What follows belongs to an exercise in optimizing a design on an open flow for small area, a short achievable clock period and few clock cycles per item; a production flow would make more cautious choices. The RTL was checked by simulation tests, not by an equivalence proof against the original design. No activity file was given, so power comes from the tool's default toggle rates.

### flow/design.v
`default_nettype none
module alpha_blend (
  input  clk,
  input  rst,
  input     [23:0] colorTop, colorBot,
  input     [7:0]  alphaTop,
  input            valid,
  input            ack,
  output reg       validOut,
  output           ready,
  output reg [23:0] colorOut
);
  localparam STATE_WAIT = 2'b00;
  localparam STATE_MULT = 2'b01;
  localparam STATE_ADD = 2'b10;
  reg [1:0] state, nextState;
  wire [15:0] redSum, greenSum, blueSum;
  assign ready = (state == STATE_WAIT);
  assign redSum = (redTop + redBot + 15'h00FF);
  assign greenSum = (greenTop + greenBot + 15'h00FF);
  assign blueSum = (blueTop + blueBot + 15'h00FF);
  always @(*) begin
    case (state)
    STATE_WAIT: begin
      nextState = (valid ? STATE_MULT : STATE_WAIT);
    end
    STATE_MULT: nextState = STATE_ADD;
    STATE_ADD: nextState = STATE_WAIT;
    default: nextState = STATE_WAIT;
    endcase
  end
  reg [15:0] redTop, greenTop, blueTop, 
             redBot, greenBot, blueBot,
             redMult, greenMult, blueMult;
  reg [7:0] alpha;
  always @(posedge clk) begin
    if (rst) begin
      state <= STATE_WAIT;
      validOut <= 0;
    end else begin
    state <= nextState;
    if (ack)
      validOut <= 0;
    case (state)
    STATE_WAIT: begin
      case (nextState)
      STATE_MULT: begin
        redTop <= {8'b0, colorTop[23:16]};
        greenTop <= {8'b0, colorTop[15:8]};
        blueTop <= {8'b0, colorTop[7:0]};
        redBot <= {8'b0, colorBot[23:16]};
        greenBot <= {8'b0, colorBot[15:8]};
        blueBot <= {8'b0, colorBot[7:0]};
        alpha <= alphaTop;
      end
      default: begin end
      endcase
    end
    STATE_MULT: begin
      redTop <= redTop * alpha;
      greenTop <= greenTop * alpha;
      blueTop <= blueTop * alpha;
      redBot <= redBot * (16'hFF - {8'h00, alpha});
      greenBot <= greenBot * (16'hFF - {8'h00, alpha});
      blueBot <= blueBot * (16'hFF - {8'h00, alpha});
    end
    STATE_ADD: begin
      colorOut[23:16] <= redSum[15:8];
      colorOut[15:8] <= greenSum[15:8];
      colorOut[7:0] <= blueSum[15:8];
      validOut <= 1;
    end
    default: begin end
    endcase
    end
  end
endmodule  
### flow/run.sh
#!/bin/bash
# synth_recipe.tcl (not shown) runs the flow's synth.tcl, then flattens the netlist and writes it again
# the make line also repeats each setting of config.mk as NAME=value (left out here)
make -C /OpenROAD-flow-scripts/flow DESIGN_CONFIG=/design/flow/config.mk WORK_HOME=/design/flow/orfs CLKGATE_MAP_FILE= SYNTH_SCRIPT=/design/flow/synth_recipe.tcl finish
### flow/config.mk
export PLATFORM = sky130hd
export DESIGN_NAME = alpha_blend
export DESIGN_NICKNAME = alpha_blend
export VERILOG_FILES = /design/flow/design.v
export SDC_FILE = /design/flow/constraint.sdc
export NUM_CORES = 4
export LEC_CHECK = 0
export CAP_MARGIN = 20
export CORE_MARGIN = 2
export CORE_UTILIZATION = 40
export SLEW_MARGIN = 20
### flow/constraint.sdc
create_clock -name core_clock -period 10.0 [get_ports {clk}]
set_input_delay 2.0000 -clock core_clock [delete_from_list [all_inputs] [get_ports {clk}]]
set_output_delay 2.0000 -clock core_clock [all_outputs]
set_load 0.01 [all_outputs]
==> impl_metrics.json <==
{
  "period_share_pct": 53.3,
  "tns_ps": 0,
  "max_freq_mhz": 188,
  "muxShareOfSynthArea_pct": 0.0838,
  "synth_flop_cell": "edfxtp_1",
  "reg2reg_from": "alpha[3]",
  "numCtsBuffers": 17,
  "layout_commonest_cell": "inv_1",
  "fin_skew_ps": 11.1,
  "synth_top_family_by_area": "adder cells",
  "synth_compound_area_share_pct": 5.48,
  "antenna_found_initial": 0,
  "die-area_um2": 61700,
  "drt-pass1-iter-count": 5,
  "antenna_cells": 0,
  "yosysWarnings": 1,
  "grt_pass1_vias": 18300,
  "wl_per_cell_um": 16.6,
  "fp.dieW_um": 248,
  "hold_viol_final": 0,
  "postCtsSetupRepairBufs": 0,
  "min_path_type": "flip-flop to flip-flop",
  "clock-root-buffer": "clkbuf_16",
  "nNetsFinal": 3315,
  "highest_layer": "met4",
  "syn-num-nets": 3273,
  "grt_max_degree": 68,
  "synthCells": 2607,
  "ys_ff_latch": 131,
  "setup_viol": 0,
  "slew_headroom_pct": 32.2,
  "required_ps": 10220,
  "drv_cap": 0,
  "drc_errors": 0,
  "wl_met2_mm": 29.4,
  "finalInstanceArea_um2": 26100,
  "ant_nets": 0,
  "final_util_pct": 44.3,
  "critPathKind": "flip-flop to flip-flop",
  "ctsHtreeMaxLevel": 4,
  "cts_hold_buf": 0,
  "clk_pin_slew_worst_paths_ps": 70,
  "initial_utilization_pct": 40.5,
  "grt-ovfl-total": 0,
  "clk_path_buf_depth": 2,
  "hpwl_mm": 43.3,
  "crit_start": "alpha[3]",
  "io_buffers": 85,
  "io_pins": 86,
  "cts.sinks": 131,
  "yosys.area_share.simple_pct": 19.1,
  "powerDensity_nw_per_um2": 230,
  "layout_common_cells": "inv_1, fa_1, ha_1, and2_1, nand2_1",
  "whs_ps": 465,
  "gp_congestion": 0.827,
  "grt_usage_pct": 19.8,
  "fp-row-count": 89,
  "ctsResizeCount": 0,
  "outcome": "no timing/DRC/antenna violations",
  "ys_types": 54,
  "tightestPinTransition_ps": 1020,
  "syn_area_per_cell_um2": 9.16,
  "worstPathMaxFanout": 44,
  "core_area_um2": 59000,
  "synth_fa_ha_area_share_pct": 43.1,
  "wl_met3_mm": 2.19,
  "synth_edf_count": 128,
  "post_dp_cell_area_um2": 25600,
  "max_stage_delay_ps": 510,
  "syn-cell-area_um2": 23900,
  "yosysSeqAreaShare_pct": 16.3,
  "cpMostUsedCell": "fa_1",
  "p_leak_nw": 12.6,
  "nFillCells": 5656,
  "cts_tree": "built",
  "vias": 16900,
  "post-route-min-period_ps": 5330,
  "drt-total-wl_mm": 57.1,
  "area_growth_pct": 9.47,
  "synthArstFlopShare_pct": 0,
  "grt_pass1_wl_mm": 95.0,
  "drt_iter0_drc": 721,
  "worstPathArrival_ps": 5550,
  "cp-start-kind": "flip-flop",
  "wl_met1_mm": 24.5,
  "rsz0062_at_grt": "no",
  "vias_per_cell": 4.91,
  "die_y_um": 248,
  "crit_path_top_delay_cell": "buf_4",
  "end_kind": "flip-flop",
  "path_cells": "buf_4, buf_4, nor2_1, fa_1, fa_1, inv_1, fa_1, fa_1, inv_1, ha_1, and2_1, a31oi_1, a21oi_1, a211oi_1, o2bb2ai_1, xnor2_1, nor2_1",
  "worstSkewPairLatency_ps": 500,
  "hp-start": "validOut",
  "layout-drive-gt1-share_pct": 2.89,
  "irDropWorstVdd_uv": 154,
  "slew_violations": 0,
  "synthXorXnorAreaFrac_pct": 5.80
}
==> critical path: cells and delay by family, from the launching register on <==
| family | cells | cell delay, ps |
|---|---|---|
| compound gates | 4 | 950 |
| xor+xnor | 1 | 140 |
| fa+ha+maj | 5 | 2240 |
| buf+inv | 4 | 1040 |
| flops | 1 | 320 |
| simple gates | 3 | 360 |
==> cells in the mapped netlist, types with 16 or more instances <==
master    count  area [µm²]
nand2_1     203         762
nand3_1      16        80.1
edfxtp_1    128        3840
nor3_1       17        85.1
nor2_1      169         634
nor2b_1      79         494
clkbuf_1     67         251
ha_1        246        3080
a21o_1       28         210
xnor2_1     109         955
and2_1      220        1380
xor2_1       49         429
inv_1       557        2090
nand2b_1    143         895
fa_1        360        7210
a21oi_1      38         190
o21ai_0      50         250
==> kinds of logic (layout without fill, tap and decap cells) <==
group | count (synthesis) | in the layout
adders and majority gates | 606 | 606
xor gates and xnor gates | 158 | 158
DFF | 131 | 131
muxes | 2 | 2
and+or+nand+nor | 882 | 882
buffers and inverters | 638 | 693
AOI/OAI and AO/OA | 190 | 190
==> sequential cells by signal, summed over array words and instances, names as in the netlist <==
name and flops:
blueBot 16, colorOut 24, state 2, alpha 8, greenTop 16, redTop 16, redBot 16, blueTop 16
validOut 1, greenBot 16
==> path summary, 6_finish.rpt <==
| path | endpoint | slack (ps) | cells after the start |
|---|---|---|---|
| setup / recovery | greenBot[15] | 4670 | 17 |
| hold / removal | validOut | 470 | 1 |
| setup reg to reg | greenBot[15] | 4670 | 17 |
| hold reg to reg | validOut | 470 | 1 |
==> report_power, final <==
group          internal (mW)  switching, mW  total [mW]  leakage (nW)
sequential             0.750          0.125       0.875          1.24
clock                  0.368          0.292       0.660         0.273
combinational           2.05           2.43        4.48          11.1
total                   3.17           2.85        6.01          12.6
==> through the flow <==
stage / power, mW / instances / worst slack [ps]
3_5_place_dp: 5.36 / 3403 / 4690
2_1_floorplan: 4.40 / 2607 / 783
6_report: 6.01 / 3435 / 4670
4_1_cts: 6.09 / 3435 / 4670
3_3_place_gp: 5.24 / 3403 / 4790
5_1_grt: 6.71 / 3435 / 4320
==> final cells by class <==
type                            count  area, µm²  share of cell area, %
Inverter                          557       2090                   8.00
Multi-Input combinational cell   1838      17600                   67.3
Clock inverter                     14        156                  0.598
Timing Repair Buffer              104        993                   3.80
Sequential cell                   131       3900                   14.9
Tap cell                          773        967                   3.70
Clock buffer                       18        429                   1.64
==> layer usage <==
layer | vias to the layer above | GRT usage [%]
met2 | 282 | 35.5
met3 | 58 | 2.98
met5 | - | 0
met4 | 0 | 5.62
li1 | 8012 | -
met1 | 8512 | 24.7
Testbench counts, summed over its fixed seeds: cycles 24,008, items 8,000.

[static timing again, ports no longer ideal]
The flow's constraints put no driver on any port. The routed layout listed below was extracted and timed again, unchanged, in two steps.
Step 1 assumes that a clkbuf_16 drives the clock port and a buf_2 every other input.
Step 2 also shifts input and output timing later by t, the mid clock arrival at the registers, as if the neighbouring blocks saw the same clock.
a / b / c = ideal ports / drivers / drivers and shift; a / b = the first two.
t, ns: 0.548
setup slack, ns: 4.671 / 4.671 / 4.671
latest minus earliest clock arrival (ns): 0.012 / 0.012
worst slew at a driven data input, ns: 0.05
pins driven straight from the clock port: 1
After both steps this run still meets setup and hold. For this run, drivers alone change the setup slack by 0.000 ns; drivers and shift together by 0.000 ns.
